This design comes from an exercise in tuning for small area, a short achievable clock period and few clock cycles on the open sky130 flow, not from production work. Only simulation tests tie the RTL to the original design; equivalence was not proved.

<file path="flow/config.mk">
export PLATFORM = sky130hd
export DESIGN_NAME = SequentialMultiplier
export DESIGN_NICKNAME = SequentialMultiplier
export VERILOG_FILES = /design/flow/design.v
export SDC_FILE = /design/flow/constraint.sdc
export NUM_CORES = 4
export LEC_CHECK = 0
export CAP_MARGIN = 20
export CORE_MARGIN = 2
export CORE_UTILIZATION = 40
export SETUP_SLACK_MARGIN = 1.3
export SLEW_MARGIN = 20
export SYNTH_HIERARCHICAL = 1
</file>
<file path="flow/constraint.sdc">
create_clock -name core_clock -period 4.0 [get_ports {clock}]
set_input_delay 0.8000 -clock core_clock [delete_from_list [all_inputs] [get_ports {clock}]]
set_output_delay 0.8000 -clock core_clock [all_outputs]
set_load 0.01 [all_outputs]
</file>
<file path="flow/design.v">
module SequentialMultiplier(clock, reset, multiplicand, multiplier, product, ready, start);
    parameter N = 32;
    input clock;
    input reset;
    input [N-1:0] multiplicand, multiplier;
    output [2*N-1:0] product;
    output ready;
    input start;
    logic busy;
    logic first, first_n;                
    logic [2:0] count;                   
    logic b0;                            
    logic [34:0] acc_s, acc_c;       
    logic [N-1:0] ph_register;           
    logic [N-1:0] pl_register;           
    logic [3:0] one, two, neg;      
    logic [7:0] pend_s, pend_c;          
    logic pend_ci;                       
    logic pend_x;                        
    wire go = start & ~busy;
    wire accumulate = busy & ~count[2];
    wire resolve = busy & count[2];
    assign ready = ~busy;
    wire [8:0] bb = go ? {multiplier[8:1], 1'b0} : pl_register[15:7];
    wire [3:0] one_d, two_d, neg_d;
    genvar j;
    generate
        for (j = 0; j < 4; j = j + 1) begin : enc
            assign one_d[j] = bb[2*j+1] ^ bb[2*j];
            assign two_d[j] = (bb[2*j+2] & ~bb[2*j+1] & ~bb[2*j]) | (~bb[2*j+2] & bb[2*j+1] & bb[2*j]);
            assign neg_d[j] = bb[2*j+2] & ~(bb[2*j+1] & bb[2*j]);
        end
    endgenerate
    wire [N-1:0] m_register = ph_register;
    wire [34:0] sum_in = first ? {3'b0, m_register & {N{b0}}} : acc_s;
    wire [34:0] carry_in = ~first_n ? {1'b1, 34'b0} : acc_c;
    wire inj41 = ~(count[1] & count[0]);
    wire [N:0] m1 = {1'b0, m_register};
    wire [N:0] m2 = {m_register, 1'b0};
    wire [33:0] row0;
    assign row0[0] = ((one[0] & m1[0]) | (two[0] & m2[0])) ^ neg[0];
    assign row0[1] = ((one[0] & m1[1]) | (two[0] & m2[1])) ^ neg[0];
    assign row0[2] = ((one[0] & m1[2]) | (two[0] & m2[2])) ^ neg[0];
    assign row0[3] = ((one[0] & m1[3]) | (two[0] & m2[3])) ^ neg[0];
    assign row0[4] = ((one[0] & m1[4]) | (two[0] & m2[4])) ^ neg[0];
    assign row0[5] = ((one[0] & m1[5]) | (two[0] & m2[5])) ^ neg[0];
    assign row0[6] = ((one[0] & m1[6]) | (two[0] & m2[6])) ^ neg[0];
    assign row0[7] = ((one[0] & m1[7]) | (two[0] & m2[7])) ^ neg[0];
    assign row0[8] = ((one[0] & m1[8]) | (two[0] & m2[8])) ^ neg[0];
    assign row0[9] = ((one[0] & m1[9]) | (two[0] & m2[9])) ^ neg[0];
    assign row0[10] = ((one[0] & m1[10]) | (two[0] & m2[10])) ^ neg[0];
    assign row0[11] = ((one[0] & m1[11]) | (two[0] & m2[11])) ^ neg[0];
    assign row0[12] = ((one[0] & m1[12]) | (two[0] & m2[12])) ^ neg[0];
    assign row0[13] = ((one[0] & m1[13]) | (two[0] & m2[13])) ^ neg[0];
    assign row0[14] = ((one[0] & m1[14]) | (two[0] & m2[14])) ^ neg[0];
    assign row0[15] = ((one[0] & m1[15]) | (two[0] & m2[15])) ^ neg[0];
    assign row0[16] = ((one[0] & m1[16]) | (two[0] & m2[16])) ^ neg[0];
    assign row0[17] = ((one[0] & m1[17]) | (two[0] & m2[17])) ^ neg[0];
    assign row0[18] = ((one[0] & m1[18]) | (two[0] & m2[18])) ^ neg[0];
    assign row0[19] = ((one[0] & m1[19]) | (two[0] & m2[19])) ^ neg[0];
    assign row0[20] = ((one[0] & m1[20]) | (two[0] & m2[20])) ^ neg[0];
    assign row0[21] = ((one[0] & m1[21]) | (two[0] & m2[21])) ^ neg[0];
    assign row0[22] = ((one[0] & m1[22]) | (two[0] & m2[22])) ^ neg[0];
    assign row0[23] = ((one[0] & m1[23]) | (two[0] & m2[23])) ^ neg[0];
    assign row0[24] = ((one[0] & m1[24]) | (two[0] & m2[24])) ^ neg[0];
    assign row0[25] = ((one[0] & m1[25]) | (two[0] & m2[25])) ^ neg[0];
    assign row0[26] = ((one[0] & m1[26]) | (two[0] & m2[26])) ^ neg[0];
    assign row0[27] = ((one[0] & m1[27]) | (two[0] & m2[27])) ^ neg[0];
    assign row0[28] = ((one[0] & m1[28]) | (two[0] & m2[28])) ^ neg[0];
    assign row0[29] = ((one[0] & m1[29]) | (two[0] & m2[29])) ^ neg[0];
    assign row0[30] = ((one[0] & m1[30]) | (two[0] & m2[30])) ^ neg[0];
    assign row0[31] = ((one[0] & m1[31]) | (two[0] & m2[31])) ^ neg[0];
    assign row0[32] = ((one[0] & m1[32]) | (two[0] & m2[32])) ^ neg[0];
    assign row0[33] = ~neg[0];
    wire [33:0] row1;
    assign row1[0] = ((one[1] & m1[0]) | (two[1] & m2[0])) ^ neg[1];
    assign row1[1] = ((one[1] & m1[1]) | (two[1] & m2[1])) ^ neg[1];
    assign row1[2] = ((one[1] & m1[2]) | (two[1] & m2[2])) ^ neg[1];
    assign row1[3] = ((one[1] & m1[3]) | (two[1] & m2[3])) ^ neg[1];
    assign row1[4] = ((one[1] & m1[4]) | (two[1] & m2[4])) ^ neg[1];
    assign row1[5] = ((one[1] & m1[5]) | (two[1] & m2[5])) ^ neg[1];
    assign row1[6] = ((one[1] & m1[6]) | (two[1] & m2[6])) ^ neg[1];
    assign row1[7] = ((one[1] & m1[7]) | (two[1] & m2[7])) ^ neg[1];
    assign row1[8] = ((one[1] & m1[8]) | (two[1] & m2[8])) ^ neg[1];
    assign row1[9] = ((one[1] & m1[9]) | (two[1] & m2[9])) ^ neg[1];
    assign row1[10] = ((one[1] & m1[10]) | (two[1] & m2[10])) ^ neg[1];
    assign row1[11] = ((one[1] & m1[11]) | (two[1] & m2[11])) ^ neg[1];
    assign row1[12] = ((one[1] & m1[12]) | (two[1] & m2[12])) ^ neg[1];
    assign row1[13] = ((one[1] & m1[13]) | (two[1] & m2[13])) ^ neg[1];
    assign row1[14] = ((one[1] & m1[14]) | (two[1] & m2[14])) ^ neg[1];
    assign row1[15] = ((one[1] & m1[15]) | (two[1] & m2[15])) ^ neg[1];
    assign row1[16] = ((one[1] & m1[16]) | (two[1] & m2[16])) ^ neg[1];
    assign row1[17] = ((one[1] & m1[17]) | (two[1] & m2[17])) ^ neg[1];
    assign row1[18] = ((one[1] & m1[18]) | (two[1] & m2[18])) ^ neg[1];
    assign row1[19] = ((one[1] & m1[19]) | (two[1] & m2[19])) ^ neg[1];
    assign row1[20] = ((one[1] & m1[20]) | (two[1] & m2[20])) ^ neg[1];
    assign row1[21] = ((one[1] & m1[21]) | (two[1] & m2[21])) ^ neg[1];
    assign row1[22] = ((one[1] & m1[22]) | (two[1] & m2[22])) ^ neg[1];
    assign row1[23] = ((one[1] & m1[23]) | (two[1] & m2[23])) ^ neg[1];
    assign row1[24] = ((one[1] & m1[24]) | (two[1] & m2[24])) ^ neg[1];
    assign row1[25] = ((one[1] & m1[25]) | (two[1] & m2[25])) ^ neg[1];
    assign row1[26] = ((one[1] & m1[26]) | (two[1] & m2[26])) ^ neg[1];
    assign row1[27] = ((one[1] & m1[27]) | (two[1] & m2[27])) ^ neg[1];
    assign row1[28] = ((one[1] & m1[28]) | (two[1] & m2[28])) ^ neg[1];
    assign row1[29] = ((one[1] & m1[29]) | (two[1] & m2[29])) ^ neg[1];
    assign row1[30] = ((one[1] & m1[30]) | (two[1] & m2[30])) ^ neg[1];
    assign row1[31] = ((one[1] & m1[31]) | (two[1] & m2[31])) ^ neg[1];
    assign row1[32] = ((one[1] & m1[32]) | (two[1] & m2[32])) ^ neg[1];
    assign row1[33] = ~neg[1];
    wire [33:0] row2;
    assign row2[0] = ((one[2] & m1[0]) | (two[2] & m2[0])) ^ neg[2];
    assign row2[1] = ((one[2] & m1[1]) | (two[2] & m2[1])) ^ neg[2];
    assign row2[2] = ((one[2] & m1[2]) | (two[2] & m2[2])) ^ neg[2];
    assign row2[3] = ((one[2] & m1[3]) | (two[2] & m2[3])) ^ neg[2];
    assign row2[4] = ((one[2] & m1[4]) | (two[2] & m2[4])) ^ neg[2];
    assign row2[5] = ((one[2] & m1[5]) | (two[2] & m2[5])) ^ neg[2];
    assign row2[6] = ((one[2] & m1[6]) | (two[2] & m2[6])) ^ neg[2];
    assign row2[7] = ((one[2] & m1[7]) | (two[2] & m2[7])) ^ neg[2];
    assign row2[8] = ((one[2] & m1[8]) | (two[2] & m2[8])) ^ neg[2];
    assign row2[9] = ((one[2] & m1[9]) | (two[2] & m2[9])) ^ neg[2];
    assign row2[10] = ((one[2] & m1[10]) | (two[2] & m2[10])) ^ neg[2];
    assign row2[11] = ((one[2] & m1[11]) | (two[2] & m2[11])) ^ neg[2];
    assign row2[12] = ((one[2] & m1[12]) | (two[2] & m2[12])) ^ neg[2];
    assign row2[13] = ((one[2] & m1[13]) | (two[2] & m2[13])) ^ neg[2];
    assign row2[14] = ((one[2] & m1[14]) | (two[2] & m2[14])) ^ neg[2];
    assign row2[15] = ((one[2] & m1[15]) | (two[2] & m2[15])) ^ neg[2];
    assign row2[16] = ((one[2] & m1[16]) | (two[2] & m2[16])) ^ neg[2];
    assign row2[17] = ((one[2] & m1[17]) | (two[2] & m2[17])) ^ neg[2];
    assign row2[18] = ((one[2] & m1[18]) | (two[2] & m2[18])) ^ neg[2];
    assign row2[19] = ((one[2] & m1[19]) | (two[2] & m2[19])) ^ neg[2];
    assign row2[20] = ((one[2] & m1[20]) | (two[2] & m2[20])) ^ neg[2];
    assign row2[21] = ((one[2] & m1[21]) | (two[2] & m2[21])) ^ neg[2];
    assign row2[22] = ((one[2] & m1[22]) | (two[2] & m2[22])) ^ neg[2];
    assign row2[23] = ((one[2] & m1[23]) | (two[2] & m2[23])) ^ neg[2];
    assign row2[24] = ((one[2] & m1[24]) | (two[2] & m2[24])) ^ neg[2];
    assign row2[25] = ((one[2] & m1[25]) | (two[2] & m2[25])) ^ neg[2];
    assign row2[26] = ((one[2] & m1[26]) | (two[2] & m2[26])) ^ neg[2];
    assign row2[27] = ((one[2] & m1[27]) | (two[2] & m2[27])) ^ neg[2];
    assign row2[28] = ((one[2] & m1[28]) | (two[2] & m2[28])) ^ neg[2];
    assign row2[29] = ((one[2] & m1[29]) | (two[2] & m2[29])) ^ neg[2];
    assign row2[30] = ((one[2] & m1[30]) | (two[2] & m2[30])) ^ neg[2];
    assign row2[31] = ((one[2] & m1[31]) | (two[2] & m2[31])) ^ neg[2];
    assign row2[32] = ((one[2] & m1[32]) | (two[2] & m2[32])) ^ neg[2];
    assign row2[33] = ~neg[2];
    wire [33:0] row3;
    assign row3[0] = one[3] & m1[0];
    assign row3[1] = ((one[3] & m1[1]) | (two[3] & m2[1])) ^ neg[3];
    assign row3[2] = ((one[3] & m1[2]) | (two[3] & m2[2])) ^ neg[3];
    assign row3[3] = ((one[3] & m1[3]) | (two[3] & m2[3])) ^ neg[3];
    assign row3[4] = ((one[3] & m1[4]) | (two[3] & m2[4])) ^ neg[3];
    assign row3[5] = ((one[3] & m1[5]) | (two[3] & m2[5])) ^ neg[3];
    assign row3[6] = ((one[3] & m1[6]) | (two[3] & m2[6])) ^ neg[3];
    assign row3[7] = ((one[3] & m1[7]) | (two[3] & m2[7])) ^ neg[3];
    assign row3[8] = ((one[3] & m1[8]) | (two[3] & m2[8])) ^ neg[3];
    assign row3[9] = ((one[3] & m1[9]) | (two[3] & m2[9])) ^ neg[3];
    assign row3[10] = ((one[3] & m1[10]) | (two[3] & m2[10])) ^ neg[3];
    assign row3[11] = ((one[3] & m1[11]) | (two[3] & m2[11])) ^ neg[3];
    assign row3[12] = ((one[3] & m1[12]) | (two[3] & m2[12])) ^ neg[3];
    assign row3[13] = ((one[3] & m1[13]) | (two[3] & m2[13])) ^ neg[3];
    assign row3[14] = ((one[3] & m1[14]) | (two[3] & m2[14])) ^ neg[3];
    assign row3[15] = ((one[3] & m1[15]) | (two[3] & m2[15])) ^ neg[3];
    assign row3[16] = ((one[3] & m1[16]) | (two[3] & m2[16])) ^ neg[3];
    assign row3[17] = ((one[3] & m1[17]) | (two[3] & m2[17])) ^ neg[3];
    assign row3[18] = ((one[3] & m1[18]) | (two[3] & m2[18])) ^ neg[3];
    assign row3[19] = ((one[3] & m1[19]) | (two[3] & m2[19])) ^ neg[3];
    assign row3[20] = ((one[3] & m1[20]) | (two[3] & m2[20])) ^ neg[3];
    assign row3[21] = ((one[3] & m1[21]) | (two[3] & m2[21])) ^ neg[3];
    assign row3[22] = ((one[3] & m1[22]) | (two[3] & m2[22])) ^ neg[3];
    assign row3[23] = ((one[3] & m1[23]) | (two[3] & m2[23])) ^ neg[3];
    assign row3[24] = ((one[3] & m1[24]) | (two[3] & m2[24])) ^ neg[3];
    assign row3[25] = ((one[3] & m1[25]) | (two[3] & m2[25])) ^ neg[3];
    assign row3[26] = ((one[3] & m1[26]) | (two[3] & m2[26])) ^ neg[3];
    assign row3[27] = ((one[3] & m1[27]) | (two[3] & m2[27])) ^ neg[3];
    assign row3[28] = ((one[3] & m1[28]) | (two[3] & m2[28])) ^ neg[3];
    assign row3[29] = ((one[3] & m1[29]) | (two[3] & m2[29])) ^ neg[3];
    assign row3[30] = ((one[3] & m1[30]) | (two[3] & m2[30])) ^ neg[3];
    assign row3[31] = ((one[3] & m1[31]) | (two[3] & m2[31])) ^ neg[3];
    assign row3[32] = ((one[3] & m1[32]) | (two[3] & m2[32])) ^ neg[3];
    assign row3[33] = ~neg[3];
    wire hs0, hc0;
    HalfAdder ha0 (carry_in[3], sum_in[3], hs0, hc0);
    wire hs1, hc1;
    HalfAdder ha1 (carry_in[4], sum_in[4], hs1, hc1);
    wire fs0, fc0;
    FullAdder fa0 (carry_in[5], sum_in[5], neg[2], fs0, fc0);
    wire hs2, hc2;
    HalfAdder ha2 (row0[4], row1[2], hs2, hc2);
    wire fs1, fc1;
    FullAdder fa1 (carry_in[6], sum_in[6], row0[5], fs1, fc1);
    wire hs3, hc3;
    HalfAdder ha3 (row1[3], row2[1], hs3, hc3);
    wire fs2, fc2;
    FullAdder fa2 (carry_in[7], sum_in[7], row0[6], fs2, fc2);
    wire fs3, fc3;
    FullAdder fa3 (row1[4], row2[2], row3[0], fs3, fc3);
    wire fs4, fc4;
    FullAdder fa4 (carry_in[8], sum_in[8], row0[7], fs4, fc4);
    wire fs5, fc5;
    FullAdder fa5 (row1[5], row2[3], row3[1], fs5, fc5);
    wire fs6, fc6;
    FullAdder fa6 (carry_in[9], sum_in[9], row0[8], fs6, fc6);
    wire fs7, fc7;
    FullAdder fa7 (row1[6], row2[4], row3[2], fs7, fc7);
    wire fs8, fc8;
    FullAdder fa8 (carry_in[10], sum_in[10], row0[9], fs8, fc8);
    wire fs9, fc9;
    FullAdder fa9 (row1[7], row2[5], row3[3], fs9, fc9);
    wire fs10, fc10;
    FullAdder fa10 (carry_in[11], sum_in[11], row0[10], fs10, fc10);
    wire fs11, fc11;
    FullAdder fa11 (row1[8], row2[6], row3[4], fs11, fc11);
    wire fs12, fc12;
    FullAdder fa12 (carry_in[12], sum_in[12], row0[11], fs12, fc12);
    wire fs13, fc13;
    FullAdder fa13 (row1[9], row2[7], row3[5], fs13, fc13);
    wire fs14, fc14;
    FullAdder fa14 (carry_in[13], sum_in[13], row0[12], fs14, fc14);
    wire fs15, fc15;
    FullAdder fa15 (row1[10], row2[8], row3[6], fs15, fc15);
    wire fs16, fc16;
    FullAdder fa16 (carry_in[14], sum_in[14], row0[13], fs16, fc16);
    wire fs17, fc17;
    FullAdder fa17 (row1[11], row2[9], row3[7], fs17, fc17);
    wire fs18, fc18;
    FullAdder fa18 (carry_in[15], sum_in[15], row0[14], fs18, fc18);
    wire fs19, fc19;
    FullAdder fa19 (row1[12], row2[10], row3[8], fs19, fc19);
    wire fs20, fc20;
    FullAdder fa20 (carry_in[16], sum_in[16], row0[15], fs20, fc20);
    wire fs21, fc21;
    FullAdder fa21 (row1[13], row2[11], row3[9], fs21, fc21);
    wire fs22, fc22;
    FullAdder fa22 (carry_in[17], sum_in[17], row0[16], fs22, fc22);
    wire fs23, fc23;
    FullAdder fa23 (row1[14], row2[12], row3[10], fs23, fc23);
    wire fs24, fc24;
    FullAdder fa24 (carry_in[18], sum_in[18], row0[17], fs24, fc24);
    wire fs25, fc25;
    FullAdder fa25 (row1[15], row2[13], row3[11], fs25, fc25);
    wire fs26, fc26;
    FullAdder fa26 (carry_in[19], sum_in[19], row0[18], fs26, fc26);
    wire fs27, fc27;
    FullAdder fa27 (row1[16], row2[14], row3[12], fs27, fc27);
    wire fs28, fc28;
    FullAdder fa28 (carry_in[20], sum_in[20], row0[19], fs28, fc28);
    wire fs29, fc29;
    FullAdder fa29 (row1[17], row2[15], row3[13], fs29, fc29);
    wire fs30, fc30;
    FullAdder fa30 (carry_in[21], sum_in[21], row0[20], fs30, fc30);
    wire fs31, fc31;
    FullAdder fa31 (row1[18], row2[16], row3[14], fs31, fc31);
    wire fs32, fc32;
    FullAdder fa32 (carry_in[22], sum_in[22], row0[21], fs32, fc32);
    wire fs33, fc33;
    FullAdder fa33 (row1[19], row2[17], row3[15], fs33, fc33);
    wire fs34, fc34;
    FullAdder fa34 (carry_in[23], sum_in[23], row0[22], fs34, fc34);
    wire fs35, fc35;
    FullAdder fa35 (row1[20], row2[18], row3[16], fs35, fc35);
    wire fs36, fc36;
    FullAdder fa36 (carry_in[24], sum_in[24], row0[23], fs36, fc36);
    wire fs37, fc37;
    FullAdder fa37 (row1[21], row2[19], row3[17], fs37, fc37);
    wire fs38, fc38;
    FullAdder fa38 (carry_in[25], sum_in[25], row0[24], fs38, fc38);
    wire fs39, fc39;
    FullAdder fa39 (row1[22], row2[20], row3[18], fs39, fc39);
    wire fs40, fc40;
    FullAdder fa40 (carry_in[26], sum_in[26], row0[25], fs40, fc40);
    wire fs41, fc41;
    FullAdder fa41 (row1[23], row2[21], row3[19], fs41, fc41);
    wire fs42, fc42;
    FullAdder fa42 (carry_in[27], sum_in[27], row0[26], fs42, fc42);
    wire fs43, fc43;
    FullAdder fa43 (row1[24], row2[22], row3[20], fs43, fc43);
    wire fs44, fc44;
    FullAdder fa44 (carry_in[28], sum_in[28], row0[27], fs44, fc44);
    wire fs45, fc45;
    FullAdder fa45 (row1[25], row2[23], row3[21], fs45, fc45);
    wire fs46, fc46;
    FullAdder fa46 (carry_in[29], sum_in[29], row0[28], fs46, fc46);
    wire fs47, fc47;
    FullAdder fa47 (row1[26], row2[24], row3[22], fs47, fc47);
    wire fs48, fc48;
    FullAdder fa48 (carry_in[30], sum_in[30], row0[29], fs48, fc48);
    wire fs49, fc49;
    FullAdder fa49 (row1[27], row2[25], row3[23], fs49, fc49);
    wire fs50, fc50;
    FullAdder fa50 (carry_in[31], sum_in[31], row0[30], fs50, fc50);
    wire fs51, fc51;
    FullAdder fa51 (row1[28], row2[26], row3[24], fs51, fc51);
    wire fs52, fc52;
    FullAdder fa52 (carry_in[32], sum_in[32], row0[31], fs52, fc52);
    wire fs53, fc53;
    FullAdder fa53 (row1[29], row2[27], row3[25], fs53, fc53);
    wire fs54, fc54;
    FullAdder fa54 (carry_in[33], sum_in[33], row0[32], fs54, fc54);
    wire fs55, fc55;
    FullAdder fa55 (row1[30], row2[28], row3[26], fs55, fc55);
    wire fs56, fc56;
    FullAdder fa56 (carry_in[34], sum_in[34], row0[33], fs56, fc56);
    wire fs57, fc57;
    FullAdder fa57 (row1[31], row2[29], row3[27], fs57, fc57);
    wire fs58 = ~(row1[32] ^ row2[30]);
    wire fc58 = row1[32] | row2[30];
    wire hs4, hc4;
    HalfAdder ha4 (carry_in[1], sum_in[1], hs4, hc4);
    wire hs5, hc5;
    HalfAdder ha5 (carry_in[2], sum_in[2], hs5, hc5);
    wire fs59, fc59;
    FullAdder fa59 (hs0, neg[1], row0[2], fs59, fc59);
    wire fs60, fc60;
    FullAdder fa60 (hc0, hs1, row0[3], fs60, fc60);
    wire fs61, fc61;
    FullAdder fa61 (hc1, row2[0], fs0, fs61, fc61);
    wire fs62, fc62;
    FullAdder fa62 (fc0, hc2, hs3, fs62, fc62);
    wire fs63, fc63;
    FullAdder fa63 (hc3, fc1, fs2, fs63, fc63);
    wire fs64, fc64;
    FullAdder fa64 (fc2, fc3, fs4, fs64, fc64);
    wire fs65, fc65;
    FullAdder fa65 (fc4, fc5, fs6, fs65, fc65);
    wire fs66, fc66;
    FullAdder fa66 (fc6, fc7, fs8, fs66, fc66);
    wire fs67, fc67;
    FullAdder fa67 (fc8, fc9, fs10, fs67, fc67);
    wire fs68, fc68;
    FullAdder fa68 (fc10, fc11, fs12, fs68, fc68);
    wire fs69, fc69;
    FullAdder fa69 (fc12, fc13, fs14, fs69, fc69);
    wire fs70, fc70;
    FullAdder fa70 (fc14, fc15, fs16, fs70, fc70);
    wire fs71, fc71;
    FullAdder fa71 (fc16, fc17, fs18, fs71, fc71);
    wire fs72, fc72;
    FullAdder fa72 (fc18, fc19, fs20, fs72, fc72);
    wire fs73, fc73;
    FullAdder fa73 (fc20, fc21, fs22, fs73, fc73);
    wire fs74, fc74;
    FullAdder fa74 (fc22, fc23, fs24, fs74, fc74);
    wire fs75, fc75;
    FullAdder fa75 (fc24, fc25, fs26, fs75, fc75);
    wire fs76, fc76;
    FullAdder fa76 (fc26, fc27, fs28, fs76, fc76);
    wire fs77, fc77;
    FullAdder fa77 (fc28, fc29, fs30, fs77, fc77);
    wire fs78, fc78;
    FullAdder fa78 (fc30, fc31, fs32, fs78, fc78);
    wire fs79, fc79;
    FullAdder fa79 (fc32, fc33, fs34, fs79, fc79);
    wire fs80, fc80;
    FullAdder fa80 (fc34, fc35, fs36, fs80, fc80);
    wire fs81, fc81;
    FullAdder fa81 (fc36, fc37, fs38, fs81, fc81);
    wire fs82, fc82;
    FullAdder fa82 (fc38, fc39, fs40, fs82, fc82);
    wire fs83, fc83;
    FullAdder fa83 (fc40, fc41, fs42, fs83, fc83);
    wire fs84, fc84;
    FullAdder fa84 (fc42, fc43, fs44, fs84, fc84);
    wire fs85, fc85;
    FullAdder fa85 (fc44, fc45, fs46, fs85, fc85);
    wire fs86, fc86;
    FullAdder fa86 (fc46, fc47, fs48, fs86, fc86);
    wire fs87, fc87;
    FullAdder fa87 (fc48, fc49, fs50, fs87, fc87);
    wire fs88, fc88;
    FullAdder fa88 (fc50, fc51, fs52, fs88, fc88);
    wire fs89, fc89;
    FullAdder fa89 (fc52, fc53, fs54, fs89, fc89);
    wire fs90, fc90;
    FullAdder fa90 (fc54, fc55, fs56, fs90, fc90);
    wire fs91, fc91;
    FullAdder fa91 (row3[28], fc56, fc57, fs91, fc91);
    wire fs92, fc92;
    FullAdder fa92 (row1[33], row2[31], row3[29], fs92, fc92);
    wire hs6 = ~row2[32];
    wire hc6 = row2[32];
    wire hs7, hc7;
    HalfAdder ha7 (carry_in[0], pend_x, hs7, hc7);
    wire fs93, fc93;
    FullAdder fa93 (hs4, neg[0], row0[0], fs93, fc93);
    wire fs94, fc94;
    FullAdder fa94 (hc4, hs5, row0[1], fs94, fc94);
    wire fs95, fc95;
    FullAdder fa95 (hc5, row1[0], fs59, fs95, fc95);
    wire fs96, fc96;
    FullAdder fa96 (row1[1], fc59, fs60, fs96, fc96);
    wire fs97, fc97;
    FullAdder fa97 (hs2, fc60, fs61, fs97, fc97);
    wire fs98, fc98;
    FullAdder fa98 (fs1, fc61, fs62, fs98, fc98);
    wire fs99, fc99;
    FullAdder fa99 (fs3, fc62, fs63, fs99, fc99);
    wire fs100, fc100;
    FullAdder fa100 (fs5, fc63, fs64, fs100, fc100);
    wire fs101, fc101;
    FullAdder fa101 (fs7, fc64, fs65, fs101, fc101);
    wire fs102, fc102;
    FullAdder fa102 (fs9, fc65, fs66, fs102, fc102);
    wire fs103, fc103;
    FullAdder fa103 (fs11, fc66, fs67, fs103, fc103);
    wire fs104, fc104;
    FullAdder fa104 (fs13, fc67, fs68, fs104, fc104);
    wire fs105, fc105;
    FullAdder fa105 (fs15, fc68, fs69, fs105, fc105);
    wire fs106, fc106;
    FullAdder fa106 (fs17, fc69, fs70, fs106, fc106);
    wire fs107, fc107;
    FullAdder fa107 (fs19, fc70, fs71, fs107, fc107);
    wire fs108, fc108;
    FullAdder fa108 (fs21, fc71, fs72, fs108, fc108);
    wire fs109, fc109;
    FullAdder fa109 (fs23, fc72, fs73, fs109, fc109);
    wire fs110, fc110;
    FullAdder fa110 (fs25, fc73, fs74, fs110, fc110);
    wire fs111, fc111;
    FullAdder fa111 (fs27, fc74, fs75, fs111, fc111);
    wire fs112, fc112;
    FullAdder fa112 (fs29, fc75, fs76, fs112, fc112);
    wire fs113, fc113;
    FullAdder fa113 (fs31, fc76, fs77, fs113, fc113);
    wire fs114, fc114;
    FullAdder fa114 (fs33, fc77, fs78, fs114, fc114);
    wire fs115, fc115;
    FullAdder fa115 (fs35, fc78, fs79, fs115, fc115);
    wire fs116, fc116;
    FullAdder fa116 (fs37, fc79, fs80, fs116, fc116);
    wire fs117, fc117;
    FullAdder fa117 (fs39, fc80, fs81, fs117, fc117);
    wire fs118, fc118;
    FullAdder fa118 (fs41, fc81, fs82, fs118, fc118);
    wire fs119, fc119;
    FullAdder fa119 (fs43, fc82, fs83, fs119, fc119);
    wire fs120, fc120;
    FullAdder fa120 (fs45, fc83, fs84, fs120, fc120);
    wire fs121, fc121;
    FullAdder fa121 (fs47, fc84, fs85, fs121, fc121);
    wire fs122, fc122;
    FullAdder fa122 (fs49, fc85, fs86, fs122, fc122);
    wire fs123, fc123;
    FullAdder fa123 (fs51, fc86, fs87, fs123, fc123);
    wire fs124, fc124;
    FullAdder fa124 (fs53, fc87, fs88, fs124, fc124);
    wire fs125, fc125;
    FullAdder fa125 (fs55, fc88, fs89, fs125, fc125);
    wire fs126, fc126;
    FullAdder fa126 (fs57, fc89, fs90, fs126, fc126);
    wire fs127, fc127;
    FullAdder fa127 (fs58, fc90, fs91, fs127, fc127);
    wire fs128, fc128;
    FullAdder fa128 (fc58, fs92, fc91, fs128, fc128);
    wire fs129, fc129;
    FullAdder fa129 (row3[30], hs6, fc92, fs129, fc129);
    wire fs130, fc130;
    FullAdder fa130 (row2[33], row3[31], hc6, fs130, fc130);
    wire hs8 = ~row3[32];
    wire hc8 = row3[32];
    wire [42:0] tx = {1'b0, inj41, row3[33], hs8, fs130, fs129, fc127, fc126, fc125, fc124, fc123, fc122, fc121, fc120, fc119, fc118, fc117, fc116, fc115, fc114, fc113, fc112, fc111, fc110, fc109, fc108, fc107, fc106, fc105, fc104, fc103, fc102, fc101, fc100, fc99, fc98, fc97, fc96, fc95, fc94, fc93, hc7, sum_in[0]};
    wire [42:0] ty = {1'b0, 1'b0, hc8, fc130, fc129, fc128, fs128, fs127, fs126, fs125, fs124, fs123, fs122, fs121, fs120, fs119, fs118, fs117, fs116, fs115, fs114, fs113, fs112, fs111, fs110, fs109, fs108, fs107, fs106, fs105, fs104, fs103, fs102, fs101, fs100, fs99, fs98, fs97, fs96, fs95, fs94, fs93, hs7};
    wire [39:0] fsum;
    wire low_ci;
    FinalAdder final_add ({acc_s[N-1:0], pend_s}, {acc_c[N-1:0], pend_c}, pend_ci, fsum, low_ci);
    wire [7:0] low = fsum[7:0];
    wire [N-1:0] hi = fsum[39:8];
    assign product = {ph_register, pl_register};
    always_ff @(posedge clock) begin
        if (go)
            b0 <= multiplier[0];
        one <= one_d;
        two <= two_d;
        neg <= neg_d;
        pend_s <= tx[7:0];
        pend_c <= ty[7:0];
        pend_x <= ~go & neg[3] & ~(one[3] & m_register[0]);
        pend_ci <= ~first & low_ci;
        acc_s <= tx[42:8];
        acc_c <= ty[42:8];
        if (go | resolve)
            ph_register <= resolve ? hi : multiplicand;
        if (go)
            pl_register <= {1'b0, multiplier[N-1:1]};
        else if (busy)
            pl_register <= {low, pl_register[N-1:8]};
    end
    always_ff @(posedge clock or posedge reset) begin
        if (reset) begin
            first <= 1'b0;
            first_n <= 1'b1;
        end else begin
            first <= go;
            first_n <= ~go;
        end
    end
    always_ff @(posedge clock or posedge reset) begin
        if (reset) begin
            busy <= 1'b0;
            count <= '0;
        end else if (go) begin
            busy <= 1'b1;
            count <= '0;
        end else if (busy) begin
            count <= count + 1'b1;
            if (count == 3'd4)
                busy <= 1'b0;
        end
    end
endmodule
module FinalAdder(input [39:0] x, input [39:0] y, input ci,
                  output [39:0] sum, output c8);
    wire p0, g0;
    HalfAdder pg0 (x[0], y[0], p0, g0);
    wire p1, g1;
    HalfAdder pg1 (x[1], y[1], p1, g1);
    wire p2, g2;
    HalfAdder pg2 (x[2], y[2], p2, g2);
    wire p3, g3;
    HalfAdder pg3 (x[3], y[3], p3, g3);
    wire p4, g4;
    HalfAdder pg4 (x[4], y[4], p4, g4);
    wire p5, g5;
    HalfAdder pg5 (x[5], y[5], p5, g5);
    wire p6, g6;
    HalfAdder pg6 (x[6], y[6], p6, g6);
    wire p7, g7;
    HalfAdder pg7 (x[7], y[7], p7, g7);
    wire p8, g8;
    HalfAdder pg8 (x[8], y[8], p8, g8);
    wire p9, g9;
    HalfAdder pg9 (x[9], y[9], p9, g9);
    wire p10, g10;
    HalfAdder pg10 (x[10], y[10], p10, g10);
    wire p11, g11;
    HalfAdder pg11 (x[11], y[11], p11, g11);
    wire p12, g12;
    HalfAdder pg12 (x[12], y[12], p12, g12);
    wire p13, g13;
    HalfAdder pg13 (x[13], y[13], p13, g13);
    wire p14, g14;
    HalfAdder pg14 (x[14], y[14], p14, g14);
    wire p15, g15;
    HalfAdder pg15 (x[15], y[15], p15, g15);
    wire p16, g16;
    HalfAdder pg16 (x[16], y[16], p16, g16);
    wire p17, g17;
    HalfAdder pg17 (x[17], y[17], p17, g17);
    wire p18, g18;
    HalfAdder pg18 (x[18], y[18], p18, g18);
    wire p19, g19;
    HalfAdder pg19 (x[19], y[19], p19, g19);
    wire p20, g20;
    HalfAdder pg20 (x[20], y[20], p20, g20);
    wire p21, g21;
    HalfAdder pg21 (x[21], y[21], p21, g21);
    wire p22, g22;
    HalfAdder pg22 (x[22], y[22], p22, g22);
    wire p23, g23;
    HalfAdder pg23 (x[23], y[23], p23, g23);
    wire p24, g24;
    HalfAdder pg24 (x[24], y[24], p24, g24);
    wire p25, g25;
    HalfAdder pg25 (x[25], y[25], p25, g25);
    wire p26, g26;
    HalfAdder pg26 (x[26], y[26], p26, g26);
    wire p27, g27;
    HalfAdder pg27 (x[27], y[27], p27, g27);
    wire p28, g28;
    HalfAdder pg28 (x[28], y[28], p28, g28);
    wire p29, g29;
    HalfAdder pg29 (x[29], y[29], p29, g29);
    wire p30, g30;
    HalfAdder pg30 (x[30], y[30], p30, g30);
    wire p31, g31;
    HalfAdder pg31 (x[31], y[31], p31, g31);
    wire p32, g32;
    HalfAdder pg32 (x[32], y[32], p32, g32);
    wire p33, g33;
    HalfAdder pg33 (x[33], y[33], p33, g33);
    wire p34, g34;
    HalfAdder pg34 (x[34], y[34], p34, g34);
    wire p35, g35;
    HalfAdder pg35 (x[35], y[35], p35, g35);
    wire p36, g36;
    HalfAdder pg36 (x[36], y[36], p36, g36);
    wire p37, g37;
    HalfAdder pg37 (x[37], y[37], p37, g37);
    wire p38, g38;
    HalfAdder pg38 (x[38], y[38], p38, g38);
    wire p39, g39;
    HalfAdder pg39 (x[39], y[39], p39, g39);
    wire G0;
    AndOr go0 (p0, ci, g0, G0);
    wire G1;
    AndOr go1 (p2, g1, g2, G1);
    wire P1;
    And2 po1 (p2, p1, P1);
    wire G2;
    AndOr go2 (p4, g3, g4, G2);
    wire P2;
    And2 po2 (p4, p3, P2);
    wire G3;
    AndOr go3 (p6, g5, g6, G3);
    wire P3;
    And2 po3 (p6, p5, P3);
    wire G4;
    AndOr go4 (p8, g7, g8, G4);
    wire P4;
    And2 po4 (p8, p7, P4);
    wire G5;
    AndOr go5 (p10, g9, g10, G5);
    wire P5;
    And2 po5 (p10, p9, P5);
    wire G6;
    AndOr go6 (p12, g11, g12, G6);
    wire P6;
    And2 po6 (p12, p11, P6);
    wire G7;
    AndOr go7 (p14, g13, g14, G7);
    wire P7;
    And2 po7 (p14, p13, P7);
    wire G8;
    AndOr go8 (p16, g15, g16, G8);
    wire P8;
    And2 po8 (p16, p15, P8);
    wire G9;
    AndOr go9 (p18, g17, g18, G9);
    wire P9;
    And2 po9 (p18, p17, P9);
    wire G10;
    AndOr go10 (p20, g19, g20, G10);
    wire P10;
    And2 po10 (p20, p19, P10);
    wire G11;
    AndOr go11 (p22, g21, g22, G11);
    wire P11;
    And2 po11 (p22, p21, P11);
    wire G12;
    AndOr go12 (p24, g23, g24, G12);
    wire P12;
    And2 po12 (p24, p23, P12);
    wire G13;
    AndOr go13 (p26, g25, g26, G13);
    wire P13;
    And2 po13 (p26, p25, P13);
    wire G14;
    AndOr go14 (p28, g27, g28, G14);
    wire P14;
    And2 po14 (p28, p27, P14);
    wire G15;
    AndOr go15 (p30, g29, g30, G15);
    wire P15;
    And2 po15 (p30, p29, P15);
    wire G16;
    AndOr go16 (p32, g31, g32, G16);
    wire P16;
    And2 po16 (p32, p31, P16);
    wire G17;
    AndOr go17 (p34, g33, g34, G17);
    wire P17;
    And2 po17 (p34, p33, P17);
    wire G18;
    AndOr go18 (p36, g35, g36, G18);
    wire P18;
    And2 po18 (p36, p35, P18);
    wire G19;
    AndOr go19 (p38, g37, g38, G19);
    wire P19;
    And2 po19 (p38, p37, P19);
    wire G20;
    AndOr go20 (P1, G0, G1, G20);
    wire G21;
    AndOr go21 (P2, G1, G2, G21);
    wire P21;
    And2 po21 (P2, P1, P21);
    wire G22;
    AndOr go22 (P3, G2, G3, G22);
    wire P22;
    And2 po22 (P3, P2, P22);
    wire G23;
    AndOr go23 (P4, G3, G4, G23);
    wire P23;
    And2 po23 (P4, P3, P23);
    wire G24;
    AndOr go24 (P5, G4, G5, G24);
    wire P24;
    And2 po24 (P5, P4, P24);
    wire G25;
    AndOr go25 (P6, G5, G6, G25);
    wire P25;
    And2 po25 (P6, P5, P25);
    wire G26;
    AndOr go26 (P7, G6, G7, G26);
    wire P26;
    And2 po26 (P7, P6, P26);
    wire G27;
    AndOr go27 (P8, G7, G8, G27);
    wire P27;
    And2 po27 (P8, P7, P27);
    wire G28;
    AndOr go28 (P9, G8, G9, G28);
    wire P28;
    And2 po28 (P9, P8, P28);
    wire G29;
    AndOr go29 (P10, G9, G10, G29);
    wire P29;
    And2 po29 (P10, P9, P29);
    wire G30;
    AndOr go30 (P11, G10, G11, G30);
    wire P30;
    And2 po30 (P11, P10, P30);
    wire G31;
    AndOr go31 (P12, G11, G12, G31);
    wire P31;
    And2 po31 (P12, P11, P31);
    wire G32;
    AndOr go32 (P13, G12, G13, G32);
    wire P32;
    And2 po32 (P13, P12, P32);
    wire G33;
    AndOr go33 (P14, G13, G14, G33);
    wire P33;
    And2 po33 (P14, P13, P33);
    wire G34;
    AndOr go34 (P15, G14, G15, G34);
    wire P34;
    And2 po34 (P15, P14, P34);
    wire G35;
    AndOr go35 (P16, G15, G16, G35);
    wire P35;
    And2 po35 (P16, P15, P35);
    wire G36;
    AndOr go36 (P17, G16, G17, G36);
    wire P36;
    And2 po36 (P17, P16, P36);
    wire G37;
    AndOr go37 (P18, G17, G18, G37);
    wire P37;
    And2 po37 (P18, P17, P37);
    wire G38;
    AndOr go38 (P19, G18, G19, G38);
    wire P38;
    And2 po38 (P19, P18, P38);
    wire G39;
    AndOr go39 (P21, G0, G21, G39);
    wire G40;
    AndOr go40 (P22, G20, G22, G40);
    wire G41;
    AndOr go41 (P23, G21, G23, G41);
    wire P41;
    And2 po41 (P23, P21, P41);
    wire G42;
    AndOr go42 (P24, G22, G24, G42);
    wire P42;
    And2 po42 (P24, P22, P42);
    wire G43;
    AndOr go43 (P25, G23, G25, G43);
    wire P43;
    And2 po43 (P25, P23, P43);
    wire G44;
    AndOr go44 (P26, G24, G26, G44);
    wire P44;
    And2 po44 (P26, P24, P44);
    wire G45;
    AndOr go45 (P27, G25, G27, G45);
    wire P45;
    And2 po45 (P27, P25, P45);
    wire G46;
    AndOr go46 (P28, G26, G28, G46);
    wire P46;
    And2 po46 (P28, P26, P46);
    wire G47;
    AndOr go47 (P29, G27, G29, G47);
    wire P47;
    And2 po47 (P29, P27, P47);
    wire G48;
    AndOr go48 (P30, G28, G30, G48);
    wire P48;
    And2 po48 (P30, P28, P48);
    wire G49;
    AndOr go49 (P31, G29, G31, G49);
    wire P49;
    And2 po49 (P31, P29, P49);
    wire G50;
    AndOr go50 (P32, G30, G32, G50);
    wire P50;
    And2 po50 (P32, P30, P50);
    wire G51;
    AndOr go51 (P33, G31, G33, G51);
    wire P51;
    And2 po51 (P33, P31, P51);
    wire G52;
    AndOr go52 (P34, G32, G34, G52);
    wire P52;
    And2 po52 (P34, P32, P52);
    wire G53;
    AndOr go53 (P35, G33, G35, G53);
    wire P53;
    And2 po53 (P35, P33, P53);
    wire G54;
    AndOr go54 (P36, G34, G36, G54);
    wire P54;
    And2 po54 (P36, P34, P54);
    wire G55;
    AndOr go55 (P37, G35, G37, G55);
    wire P55;
    And2 po55 (P37, P35, P55);
    wire G56;
    AndOr go56 (P38, G36, G38, G56);
    wire P56;
    And2 po56 (P38, P36, P56);
    wire G57;
    AndOr go57 (P41, G0, G41, G57);
    wire G58;
    AndOr go58 (P42, G20, G42, G58);
    wire G59;
    AndOr go59 (P43, G39, G43, G59);
    wire G60;
    AndOr go60 (P44, G40, G44, G60);
    wire G61;
    AndOr go61 (P45, G41, G45, G61);
    wire P61;
    And2 po61 (P45, P41, P61);
    wire G62;
    AndOr go62 (P46, G42, G46, G62);
    wire P62;
    And2 po62 (P46, P42, P62);
    wire G63;
    AndOr go63 (P47, G43, G47, G63);
    wire P63;
    And2 po63 (P47, P43, P63);
    wire G64;
    AndOr go64 (P48, G44, G48, G64);
    wire P64;
    And2 po64 (P48, P44, P64);
    wire G65;
    AndOr go65 (P49, G45, G49, G65);
    wire P65;
    And2 po65 (P49, P45, P65);
    wire G66;
    AndOr go66 (P50, G46, G50, G66);
    wire P66;
    And2 po66 (P50, P46, P66);
    wire G67;
    AndOr go67 (P51, G47, G51, G67);
    wire P67;
    And2 po67 (P51, P47, P67);
    wire G68;
    AndOr go68 (P52, G48, G52, G68);
    wire P68;
    And2 po68 (P52, P48, P68);
    wire G69;
    AndOr go69 (P53, G49, G53, G69);
    wire P69;
    And2 po69 (P53, P49, P69);
    wire G70;
    AndOr go70 (P54, G50, G54, G70);
    wire P70;
    And2 po70 (P54, P50, P70);
    wire G71;
    AndOr go71 (P55, G51, G55, G71);
    wire P71;
    And2 po71 (P55, P51, P71);
    wire G72;
    AndOr go72 (P56, G52, G56, G72);
    wire P72;
    And2 po72 (P56, P52, P72);
    wire G73;
    AndOr go73 (P61, G0, G61, G73);
    wire G74;
    AndOr go74 (P62, G20, G62, G74);
    wire G75;
    AndOr go75 (P63, G39, G63, G75);
    wire G76;
    AndOr go76 (P64, G40, G64, G76);
    wire G77;
    AndOr go77 (P65, G57, G65, G77);
    wire G78;
    AndOr go78 (P66, G58, G66, G78);
    wire G79;
    AndOr go79 (P67, G59, G67, G79);
    wire G80;
    AndOr go80 (P68, G60, G68, G80);
    wire G81;
    AndOr go81 (P69, G61, G69, G81);
    wire P81;
    And2 po81 (P69, P61, P81);
    wire G82;
    AndOr go82 (P70, G62, G70, G82);
    wire P82;
    And2 po82 (P70, P62, P82);
    wire G83;
    AndOr go83 (P71, G63, G71, G83);
    wire P83;
    And2 po83 (P71, P63, P83);
    wire G84;
    AndOr go84 (P72, G64, G72, G84);
    wire P84;
    And2 po84 (P72, P64, P84);
    wire G85;
    AndOr go85 (P81, G0, G81, G85);
    wire G86;
    AndOr go86 (P82, G20, G82, G86);
    wire G87;
    AndOr go87 (P83, G39, G83, G87);
    wire G88;
    AndOr go88 (P84, G40, G84, G88);
    wire G89;
    AndOr go89 (p1, G0, g1, G89);
    wire G90;
    AndOr go90 (p3, G20, g3, G90);
    wire G91;
    AndOr go91 (p5, G39, g5, G91);
    wire G92;
    AndOr go92 (p7, G40, g7, G92);
    wire G93;
    AndOr go93 (p9, G57, g9, G93);
    wire G94;
    AndOr go94 (p11, G58, g11, G94);
    wire G95;
    AndOr go95 (p13, G59, g13, G95);
    wire G96;
    AndOr go96 (p15, G60, g15, G96);
    wire G97;
    AndOr go97 (p17, G73, g17, G97);
    wire G98;
    AndOr go98 (p19, G74, g19, G98);
    wire G99;
    AndOr go99 (p21, G75, g21, G99);
    wire G100;
    AndOr go100 (p23, G76, g23, G100);
    wire G101;
    AndOr go101 (p25, G77, g25, G101);
    wire G102;
    AndOr go102 (p27, G78, g27, G102);
    wire G103;
    AndOr go103 (p29, G79, g29, G103);
    wire G104;
    AndOr go104 (p31, G80, g31, G104);
    wire G105;
    AndOr go105 (p33, G85, g33, G105);
    wire G106;
    AndOr go106 (p35, G86, g35, G106);
    wire G107;
    AndOr go107 (p37, G87, g37, G107);
    wire G108;
    AndOr go108 (p39, G88, g39, G108);
    Xor2 sx0 (p0, ci, sum[0]);
    Xor2 sx1 (p1, G0, sum[1]);
    Xor2 sx2 (p2, G89, sum[2]);
    Xor2 sx3 (p3, G20, sum[3]);
    Xor2 sx4 (p4, G90, sum[4]);
    Xor2 sx5 (p5, G39, sum[5]);
    Xor2 sx6 (p6, G91, sum[6]);
    Xor2 sx7 (p7, G40, sum[7]);
    Xor2 sx8 (p8, G92, sum[8]);
    Xor2 sx9 (p9, G57, sum[9]);
    Xor2 sx10 (p10, G93, sum[10]);
    Xor2 sx11 (p11, G58, sum[11]);
    Xor2 sx12 (p12, G94, sum[12]);
    Xor2 sx13 (p13, G59, sum[13]);
    Xor2 sx14 (p14, G95, sum[14]);
    Xor2 sx15 (p15, G60, sum[15]);
    Xor2 sx16 (p16, G96, sum[16]);
    Xor2 sx17 (p17, G73, sum[17]);
    Xor2 sx18 (p18, G97, sum[18]);
    Xor2 sx19 (p19, G74, sum[19]);
    Xor2 sx20 (p20, G98, sum[20]);
    Xor2 sx21 (p21, G75, sum[21]);
    Xor2 sx22 (p22, G99, sum[22]);
    Xor2 sx23 (p23, G76, sum[23]);
    Xor2 sx24 (p24, G100, sum[24]);
    Xor2 sx25 (p25, G77, sum[25]);
    Xor2 sx26 (p26, G101, sum[26]);
    Xor2 sx27 (p27, G78, sum[27]);
    Xor2 sx28 (p28, G102, sum[28]);
    Xor2 sx29 (p29, G79, sum[29]);
    Xor2 sx30 (p30, G103, sum[30]);
    Xor2 sx31 (p31, G80, sum[31]);
    Xor2 sx32 (p32, G104, sum[32]);
    Xor2 sx33 (p33, G85, sum[33]);
    Xor2 sx34 (p34, G105, sum[34]);
    Xor2 sx35 (p35, G86, sum[35]);
    Xor2 sx36 (p36, G106, sum[36]);
    Xor2 sx37 (p37, G87, sum[37]);
    Xor2 sx38 (p38, G107, sum[38]);
    Xor2 sx39 (p39, G88, sum[39]);
    assign c8 = G92;
endmodule
module AndOr(input a, input b, input c, output y);
    assign y = (a & b) | c;
endmodule
module And2(input a, input b, output y);
    assign y = a & b;
endmodule
module Xor2(input a, input b, output y);
    assign y = a ^ b;
endmodule
module FullAdder(input a, input b, input c, output s, output co);
    assign s = a ^ b ^ c;
    assign co = (a & b) | (a & c) | (b & c);
endmodule
module HalfAdder(input a, input b, output s, output co);
    assign s = a ^ b;
    assign co = a & b;
endmodule
</file>
<file path="flow/flow/run.sh">
#!/bin/bash
# Standard layout (the standard.sh, unchanged synthesis and steps), with
# the port buffers made from sky130_fd_sc_hd__buf_1 instead of the flow's
# default pick. Every tool's output goes to standard.log here.
set -euo pipefail
export BUFFER_PORTS_ARGS="-buffer_cell sky130_fd_sc_hd__buf_1"
bash standard.sh > standard.log 2>&1
</file>
<file path="flow/standard.sh">
#!/bin/bash
# synth_recipe.tcl (not shown) runs the flow's synth.tcl, then flattens the netlist and writes it again
# the make line also repeats each setting of config.mk as NAME=value (left out here)
make -C /OpenROAD-flow-scripts/flow DESIGN_CONFIG=/design/flow/config.mk WORK_HOME=/design/flow/orfs CLKGATE_MAP_FILE= SYNTH_SCRIPT=/design/flow/synth_recipe.tcl "${@:-finish}"
</file>
==> results of run 1 <==
## metal layers
| layer | track usage [%] | wire length (um) | vias up | part of all wire [%] |
|---|---|---|---|---|
| met5 | 0 | 11 | - | 0.030 |
| met4 | 7.717 | 1005 | 2 | 2.7 |
| met3 | 5.101 | 2620 | 65 | 7.1 |
| met2 | 35.67 | 17250 | 414 | 47 |
| met1 | 30.52 | 16020 | 4820 | 43 |
| li1 | - | - | 4419 | - |
## metrics by stage
| step | util [%] | area, sq um | worst slack [ns] |
|---|---|---|---|
| 6_report | 45.74 | 14920 | 1.362 |
| 5_1_grt | 45.74 | 14920 | 1.267 |
| 4_1_cts | 44.93 | 14660 | 1.307 |
| 3_5_place_dp | 43.00 | 14020 | 1.015 |
| 3_3_place_gp | 43.00 | 14020 | 1.121 |
| 2_1_floorplan | - | 13280 | 1.443 |
## modules after synthesis, one instance, submodules excluded, a selection
module,cells,area [sq um]
FullAdder,1,20.02
SequentialMultiplier,869,8491
Xor2,1,8.758
HalfAdder,1,12.51
And2,1,6.256
AndOr,1,7.507
## cell type report
type | count | area (sq um) | share of cell area, %
Clock inverter | 13 | 155.1 | 1.040
Sequential cell | 168 | 4068 | 27.26
Inverter | 49 | 183.9 | 1.233
Tap cell | 442 | 553.0 | 3.706
Clock buffer | 19 | 444.2 | 2.977
Multi-Input combinational cell | 948 | 8760 | 58.71
Timing Repair Buffer | 154 | 757.0 | 5.073
## cell families (layout without fill, tap and decap cells)
| group | Yosys count | after routing | share of synthesized area [%] |
|---|---|---|---|
| flip-flops | 168 | 168 | 30.40 |
| multiplexers | 33 | 33 | 2.828 |
| AO/OA/AOI/OAI | 296 | 296 | 15.81 |
| other | 1 | 2 | 0.02825 |
| adder cells (fa/ha/maj) | 181 | 181 | 24.41 |
| buffers and inverters | 148 | 235 | 5.118 |
| AND/OR/NAND/NOR | 259 | 259 | 9.728 |
| XOR/XNOR | 177 | 177 | 11.68 |
## sequential cells by signal, summed over array words and instances (netlist names)
register	flops
neg	4
acc_s	34
pl_register	32
count	3
two	4
pend_x	1
one	4
first	1
first_n	1
pend_ci	1
b0	1
pend_s	8
pend_c	8
ph_register	32
acc_c	33
busy	1
## worst paths after layout
| path | cells after the start | startpoint | slack [ns] | to |
|---|---|---|---|---|
| setup / recovery | 10 | acc_c[10] | 1.36 | ph_register[28] |
| hold / removal | 2 | reset | 0.23 | first |
| setup reg to reg | 10 | acc_c[10] | 1.36 | ph_register[28] |
| hold reg to reg | 1 | pend_x | 0.45 | pend_c[0] |
| max in group asynchronous | 2 | reset | 3.50 | first_n |
| min in group core_clock | 1 | pend_x | 0.45 | pend_c[0] |
## worst max-delay path: cells and delay by family, from the launching register on
kind                       cells  cell delay (ns)
AOI/OAI and AO/OA              4             0.75
and+or+nand+nor                3             0.56
DFF                            1             0.35
adders and majority gates      1             0.33
muxes                          1             0.26
xor gates and xnor gates       1             0.16
## cell usage in the layout, fill, tap and decap left out, types with 9 or more instances in the layout
master / instances
nand2_1: 137
xnor2_1: 134
buf_1: 131
fa_1: 128
a22oi_1: 124
a21o_1: 103
and2_1: 97
dfxtp_1: 83
edfxtp_1: 64
inv_1: 48
xor2_1: 43
ha_1: 42
o21ai_0: 38
mux2_2: 31
clkbuf_16: 17
dfxtp_2: 11
buf_4: 10
a21oi_1: 9
ha_4: 9
## what timing repair did
action | 4_1_cts | 5_1_grt
setup buffers | 0 | 4
gates resized for setup | 11 | 50
setup endpoints to repair | 61 | 33
gates cloned | 0 | 0
pin swaps | 0 | 6
==> results.txt, run 1 <==
status complete, no violations; Setup Skew 0.01486 ns; cell count after synthesis 1263; die height 186.2 um; unrepaired setup endpoints after global routing true; max_slew headroom 63.05%; sequential area share after synthesis 30.40%; vias per cell 5.421; Detailed Route Iter0 Violations 911; CTS Buf Count 17; minimum clock period 2.638 ns; EDFF count, synth 64; Max Root-Sink Buffers 2; fmax 0.3791 GHz; synthesis-stage register bit count 168; Tcrit/Tclk final 65.95%; Cell Chain, Critical Path ha_1 -> and2_1 -> and2_1 -> and2_1 -> a21o_1 -> a21o_1 -> a21o_4 -> a21o_1 -> xor2_1 -> mux2_2; Hold WC Path Type in2async; commonest cells in the netlist 137 x nand2_1, 134 x xnor2_1, 130 x fa_1; crit path DAT 2.84 ns; DRC 0; synth top area cells fa_1 20%, dfxtp_1 15%, edfxtp_1 14%, xnor2_1 8.8%, a22oi_1 7.0%; I/O Pins 132; slowest CP cell dfxtp_2; Max-cap violations 0; hold-fix buffers at CTS 0; WL final 36900 um; asr flop ratio synth 3.571%; Tot GR Track Use 22.52%; CTS H-Tree Depth 4; Syn Std Cell Area 0.01327 sq mm; Final Max Slew Viols 0; Routed Antenna Nets 0; Layout fillers 3094; clock-pin slew on the worst setup and hold paths 0.08 ns; count of warnings emitted by yosys 7; layout cells sized above 1 9.993%; initial antenna violation count 1; DIE AREA 0.03466 sq mm; setup tns final 0 ns; Core Area 0.03262 sq mm; first-pass GRT wire length 58260 um; root buffer cell clkbuf_16; IO buf count 131; Area Overhead vs Synth 12.40%; Antenna diodes 0; startpoint types register; WHS 0.2305 ns; Die W 186.2 um; grt total ovfl 0; Starting Density 40.69%; largest net degree at the start of global routing 49; Top FF cell, synth dfxtp_1; clock sinks 168; DP HPWL 26660 um; DR pass1 iterations 6; crit path kind reg2reg; vias in the first global route 10190; Max stage delay on crit path 0.35 ns; Setup crit end kind register; placer congestion estimate 0.8273; Routed wire per std cell 20.58 um; Core Rows 66; Synth top area share 19.61%; Worst Path Required 4.20 ns; CTS tree done; worst-margin pin slew 0.5538 ns; Avg Inst Size Synth 10.51 sq um; Nets 1586; dpl cells 1757; Crit Path Max Fanout 3; final hold viol count 0; via count 9720; Synth area leader fa_1; clock latency on the worst-skew pair 0.45 ns; Unique masters post-synth 40; Post-Layout Cell Count 1793; Final setup viols 0; cell with the most instances after synthesis nand2_1
Testbench counts, summed over its fixed seeds: cycles 28,808.
==> run 2, diff against run 1 <==
--- a/flow/config.mk
+++ b/flow/config.mk
@@ -9,5 +9,5 @@
 export CORE_MARGIN = 2
 export CORE_UTILIZATION = 40
-export SETUP_SLACK_MARGIN = 1.3
+export SETUP_SLACK_MARGIN = 1.35
 export SLEW_MARGIN = 20
 export SYNTH_HIERARCHICAL = 1
==> results.txt, run 2 <==
DP HPWL 26660 um; Nets 1597; placer congestion estimate 0.8273; final hold viol count 0; root buffer cell clkbuf_16; Reg2Reg Setup Slack 1.39 ns; unrepaired setup endpoints after global routing true; initial antenna violation count 1; Avg Inst Size Synth 10.51 sq um; Routed wire per std cell 20.92 um; IO buf count 131; RR Startpoint two[0]; count of warnings emitted by yosys 7; clock sinks 168; multi-input logic area 0.009019 sq mm; Synth top area share 19.61%; Max-cap violations 0; hold-fix buffers at CTS 0; Core Area 0.03262 sq mm; EDFF count, synth 64; Sequential cell area 0.004090 sq mm; grt total ovfl 0; Tot GR Track Use 22.57%; minimum clock period 2.608 ns; Final Max Slew Viols 0; post-route cell area 0.01534 sq mm; Final setup viols 0; reg-to-reg endpoint acc_c[0]; Synth area leader fa_1; DR pass1 iterations 5; Antenna diodes 0; clock latency on the worst-skew pair 0.45 ns; max reg flops 34; R2R cell count 6; Routed Antenna Nets 0; CTS H-Tree Depth 4; status complete, no violations; Area Overhead vs Synth 15.53%; Tcrit/Tclk final 65.20%; startpoint types register; commonest non-fill, non-tap cell in the layout nand2_1; crit path DAT 2.92 ns; Hold WC Path Type in2async; first-pass GRT wire length 58370 um; synth top area cells fa_1 20%, dfxtp_1 15%, edfxtp_1 14%, xnor2_1 8.8%, a22oi_1 7.0%; crit path kind reg2reg; clock-pin slew on the worst setup and hold paths 0.08 ns; sequential area share after synthesis 30.40%; DIE AREA 0.03466 sq mm; Top reg by flops acc_s; commonest cells after routing, fill and taps aside 137 x nand2_1, 134 x xnor2_1, 131 x buf_1; CTS tree done; Crit Path Max Fanout 32; WHS 0.2285 ns; vias per cell 5.422; Setup crit end kind register; max_slew headroom 62.88%; cell with the most instances after synthesis nand2_1; commonest cells in the netlist 137 x nand2_1, 134 x xnor2_1, 130 x fa_1; Setup Skew 0.01643 ns; Syn Std Cell Area 0.01327 sq mm; DRC 0; largest net degree at the start of global routing 49; Die W 186.2 um; Worst Path Required 4.31 ns; Largest regs acc_s (34), acc_c (33); Starting Density 40.69%; setup tns final 0 ns; synthesis-stage register bit count 168; layout cells sized above 1 13.14%; Detailed Route Iter0 Violations 864; dpl cell area 0.01402 sq mm; I/O Pins 132; fmax 0.3834 GHz; Unique masters post-synth 40; Top FF cell, synth dfxtp_1; die height 186.2 um; CTS Buf Count 17; asr flop ratio synth 3.571%; via count 9781; Core Rows 66; Max Root-Sink Buffers 2; worst-margin pin slew 0.5563 ns; vias in the first global route 10200; cell count after synthesis 1263; Layout fillers 3046; WL final 37740 um
[run 2: changes by cell type in the layout (fill, tap and decap cells not counted), moves of 7 or more]
| cell | delta |
|---|---|
| ha_1 | -21 |
| dfxtp_2 | +9 |
| dfxtp_1 | -12 |
| ha_4 | +21 |
| buf_4 | +7 |
[run 2: through the flow]
stage               setup WS [ns]  util (%)  instances
floorplan                   1.443         -       1264
global placement            1.121     43.00       1757
detailed placement          1.015     43.00       1757
CTS                         1.351     45.26       1789
global route                1.329     47.02       1804
finish                      1.392     47.02       1804
[run 2: final cells by class]
cell class,instances,area share [%]
clock inverters,13,1.012
multi-input cells,948,58.81
repair buffers,165,5.809
clock buffers,19,2.896
well taps,442,3.606
inverters,49,1.199
flip-flops and latches,168,26.67
[run 2: worst max-delay path, stage by stage, from the launching register on]
cell and delay [ns]:
dfxtp_1 0.33, buf_6 0.32, a22oi_1 0.16, xnor2_1 0.23, fa_1 0.46, fa_1 0.52
fa_1 0.44
[run 2: metal layers]
layer  GRT usage (%)  up-vias  part of all wire [%]
met4           7.465        2                   2.4
li1                -     4438                     -
met1           30.53     4880                    44
met2           35.87      401                    47
met3           5.218       60                   6.7
met5               0        -                 0.029
[run 2: worst max path at each step]
stage,slack [ns],end,depth (start not counted),start
3_3_place_gp,1.12,acc_c[24],6,one[2]
6_report,1.39,acc_c[0],6,two[0]
4_1_cts,1.35,ph_register[24],9,pend_s[0]
3_5_place_dp,1.01,acc_c[17],7,b0
2_1_floorplan,1.44,acc_c[2],9,first
5_1_grt,1.33,acc_c[0],5,ph_register[6]
[run 2: cell families after synthesis]
logic type / count (synthesis) / synth area share, %
AOI/OAI and AO/OA: 296 / 15.81
and+or+nand+nor: 259 / 9.728
adders and majority gates: 181 / 24.41
xor gates and xnor gates: 177 / 11.68
DFF: 168 / 30.40
buffers and inverters: 148 / 5.118
muxes: 33 / 2.828
other: 1 / 0.02825
[run 2: repair_timing]
item / CTS / global route
endpoints found under the setup margin: 70 / 43
gates resized for setup: 33 / 65
buffers inserted: 0 / 15
pin swaps: 5 / 5
[run 2: per-module statistics from Yosys (local to each module, per instance), a selection]
module                cells inside  copies in the design
And2                             1                    69
AndOr                            1                   108
FullAdder                        1                   130
HalfAdder                        1                    47
SequentialMultiplier           869                     1
Xor2                             1                    40
==> run 3, diff against run 2 <==
--- a/flow/config.mk
+++ b/flow/config.mk
@@ -9,5 +9,8 @@
 export CORE_MARGIN = 2
 export CORE_UTILIZATION = 40
-export SETUP_SLACK_MARGIN = 1.35
+export CTS_BUF_LIST = sky130_fd_sc_hd__clkbuf_8
+export CTS_CLUSTER_DIAMETER = 40
+export CTS_CLUSTER_SIZE = 10
+export SETUP_SLACK_MARGIN = 1.3
 export SLEW_MARGIN = 20
 export SYNTH_HIERARCHICAL = 1
==> results.txt, run 3 <==
commonest cells after routing, fill and taps aside 137 x nand2_1, 134 x xnor2_1, 131 x buf_1; Die W 186.2 um; count of warnings emitted by yosys 7; CTS Buf Count 17; CTS H-Tree Depth 4; max reg flops 34; synthesis-stage register bit count 168; layout cells sized above 1 10.36%; Largest regs acc_s (34), acc_c (33); Top reg by flops acc_s; WL final 37080 um; cell count after synthesis 1263; crit path kind reg2reg; Nets 1586; unrepaired setup endpoints after global routing true; Max stage delay on crit path 0.34 ns; Syn Std Cell Area 0.01327 sq mm; Setup Skew 0.02290 ns; Cell Chain, Critical Path ha_1 -> a21o_1 -> a21o_1 -> a21o_1 -> a21o_1 -> a21o_1 -> a21o_1 -> a21o_1 -> xor2_1 -> mux2_2; minimum clock period 2.658 ns; DR WL met3 2539 um; DRC 0; Top FF cell, synth dfxtp_1; Crit path top cell by count a21o_1; uppermost layer routed met4; DP HPWL 26660 um; Synth top area share 19.61%; Core Rows 66; Max-cap violations 0; clock sinks 168; Detailed Route Iter0 Violations 960; DIE AREA 0.03466 sq mm; Antenna diodes 0; grt total ovfl 0; CTS tree done; Crit Path Max Fanout 3; initial antenna violation count 0; Final Max Slew Viols 0; commonest cells in the netlist 137 x nand2_1, 134 x xnor2_1, 130 x fa_1; I/O Pins 132; Starting Density 40.69%; Synth area leader fa_1; met2 WL 17650 um; Hold WC Path Type in2async; Avg Inst Size Synth 10.51 sq um; Routed Antenna Nets 0; fmax 0.3762 GHz; status complete, no violations; Tot GR Track Use 22.43%; asr flop ratio synth 3.571%; final hold viol count 0; setup tns final 0 ns; Tcrit/Tclk final 66.46%; Max Root-Sink Buffers 2; EDFF count, synth 64; vias in the first global route 10190; Core Area 0.03262 sq mm; clock-pin slew on the worst setup and hold paths 0.11 ns; via count 9723; root buffer cell clkbuf_8; Unique masters post-synth 40; first-pass GRT wire length 58300 um; die height 186.2 um; Final setup viols 0; Area Overhead vs Synth 11.58%; vias per cell 5.423; commonest non-fill, non-tap cell in the layout nand2_1; largest net degree at the start of global routing 49; DR pass1 iterations 5; startpoint types register; IO buf count 131; Routed wire per std cell 20.68 um; max_slew headroom 62.76%; cell with the most instances after synthesis nand2_1; WL met1 16280 um; sequential area share after synthesis 30.40%; slowest CP cell ha_1; buffers and inverters on the worst path 0; clock latency on the worst-skew pair 0.50 ns; worst-margin pin slew 0.5581 ns; crit path DAT 2.91 ns; Top delay family on crit path compound AO/OA/AOI/OAI gates; Setup crit end kind register; placer congestion estimate 0.8273; synth top area cells fa_1 20%, dfxtp_1 15%, edfxtp_1 14%, xnor2_1 8.8%, a22oi_1 7.0%; Worst Path Required 4.25 ns
run 3: cell types whose count changed in the layout (fill, tap and decap cells not counted), sizes merged:
| cell | previous run | this run |
|---|---|---|
| buf | 162 | 154 |
| clkbuf | 22 | 18 |
| inv | 57 | 58 |
run 3: final cells by class:
type                       count  area [sq um]
fill                        3106         17810
multi-input combinational    948          8842
sequential                   168          4069
timing repair buffer         154         757.0
tap                          442         553.0
clock buffer                  18         247.7
inverter                      49         183.9
clock inverter                14         158.9
run 3: cells by family (layout without fill, tap and decap cells):
family / after synthesis / count (layout) / synth area share, %
compound gates: 296 / 296 / 15.81
xor+xnor: 177 / 177 / 11.68
fa+ha+maj: 181 / 181 / 24.41
buf+inv: 148 / 235 / 5.118
flops: 168 / 168 / 30.40
mux: 33 / 33 / 2.828
other cells: 1 / 2 / 0.02825
simple gates: 259 / 259 / 9.728
run 3: repair_timing:
action | 4_1_cts | 5_1_grt
endpoints found under the setup margin | 62 | 35
pin swaps | 0 | 6
buffers inserted | 0 | 4
resized for setup | 11 | 55
hold buffers | 0 | 0
run 3: Yosys stat by module, one instance, submodules excluded, excerpt:
module / flip-flops and latches / times used / cells / cell area (sq um)
HalfAdder: 0 / 47 / 1 / 12.51
FullAdder: 0 / 130 / 1 / 20.02
AndOr: 0 / 108 / 1 / 7.507
SequentialMultiplier: 168 / 1 / 869 / 8491
And2: 0 / 69 / 1 / 6.256
Xor2: 0 / 40 / 1 / 8.758
run 3: path summary, 6_finish.rpt:
path | start | end | slack (ns) | cells past startpoint
worst max-delay path | pend_s[6] | ph_register[28] | 1.34 | 10
worst min-delay path | reset | count[1] | 0.17 | 2
worst max register to register | pend_s[6] | ph_register[28] | 1.34 | 10
worst min register to register | pend_x | pend_c[0] | 0.46 | 1
max in group asynchronous | reset | first_n | 3.55 | 2
min in group core_clock | pend_x | pend_c[0] | 0.46 | 1
run 3: per-layer routing:
layer  global-route usage [%]  vias to the layer above
li1                         -                     4419
met4                    6.488                        0
met1                    31.05                     4851
met5                        0                        -
met3                    4.147                       40
met2                    36.03                      413
run 3: metrics by stage:
step                      setup WS, ns  utilization, %  hold WS, ns  instance area (sq um)  std cells
after floorplan                  1.443               -       0.4200                  13280       1264
after global placement           1.121           43.00       0.4283                  14020       1757
after detailed placement         1.015           43.00       0.4345                  14020       1757
after CTS                        1.301           44.34       0.1456                  14460       1789
after global routing             1.261           45.41       0.1538                  14810       1793
final                            1.342           45.41       0.1667                  14810       1793

## port drivers added, routing unchanged
How much do the figures lean on ideal ports? The routed layouts below were timed once more, with nothing changed but the port constraints. Step 1 (the two cells are an assumption about what drives the block):
set clk [get_ports {clock}]
set_driving_cell -lib_cell sky130_fd_sc_hd__clkbuf_16 $clk
set_driving_cell -lib_cell sky130_fd_sc_hd__buf_2 [delete_from_list [all_inputs] $clk]
Step 2 times the ports against the registers' clock, not the clock port: input delays grow and output delays shrink by t, the midpoint of the rising clock arrivals with the driver on. Slacks: ideal ports / drivers / drivers and shift; pairs: ideal ports / drivers.
run	shift t [ns]	setup slack, ns	worst register clock-pin slew, ns	worst slew at a driven data input, ns	pins driven straight from the clock port
run 1	0.493	1.362 / 1.362 / 1.362	0.08 / 0.08	0.04	1
run 2	0.493	1.392 / 1.392 / 1.392	0.08 / 0.08	0.04	1
run 3	0.540	1.342 / 1.342 / 1.342	0.11 / 0.11	0.04	1
After both steps every run listed still meets setup and hold.
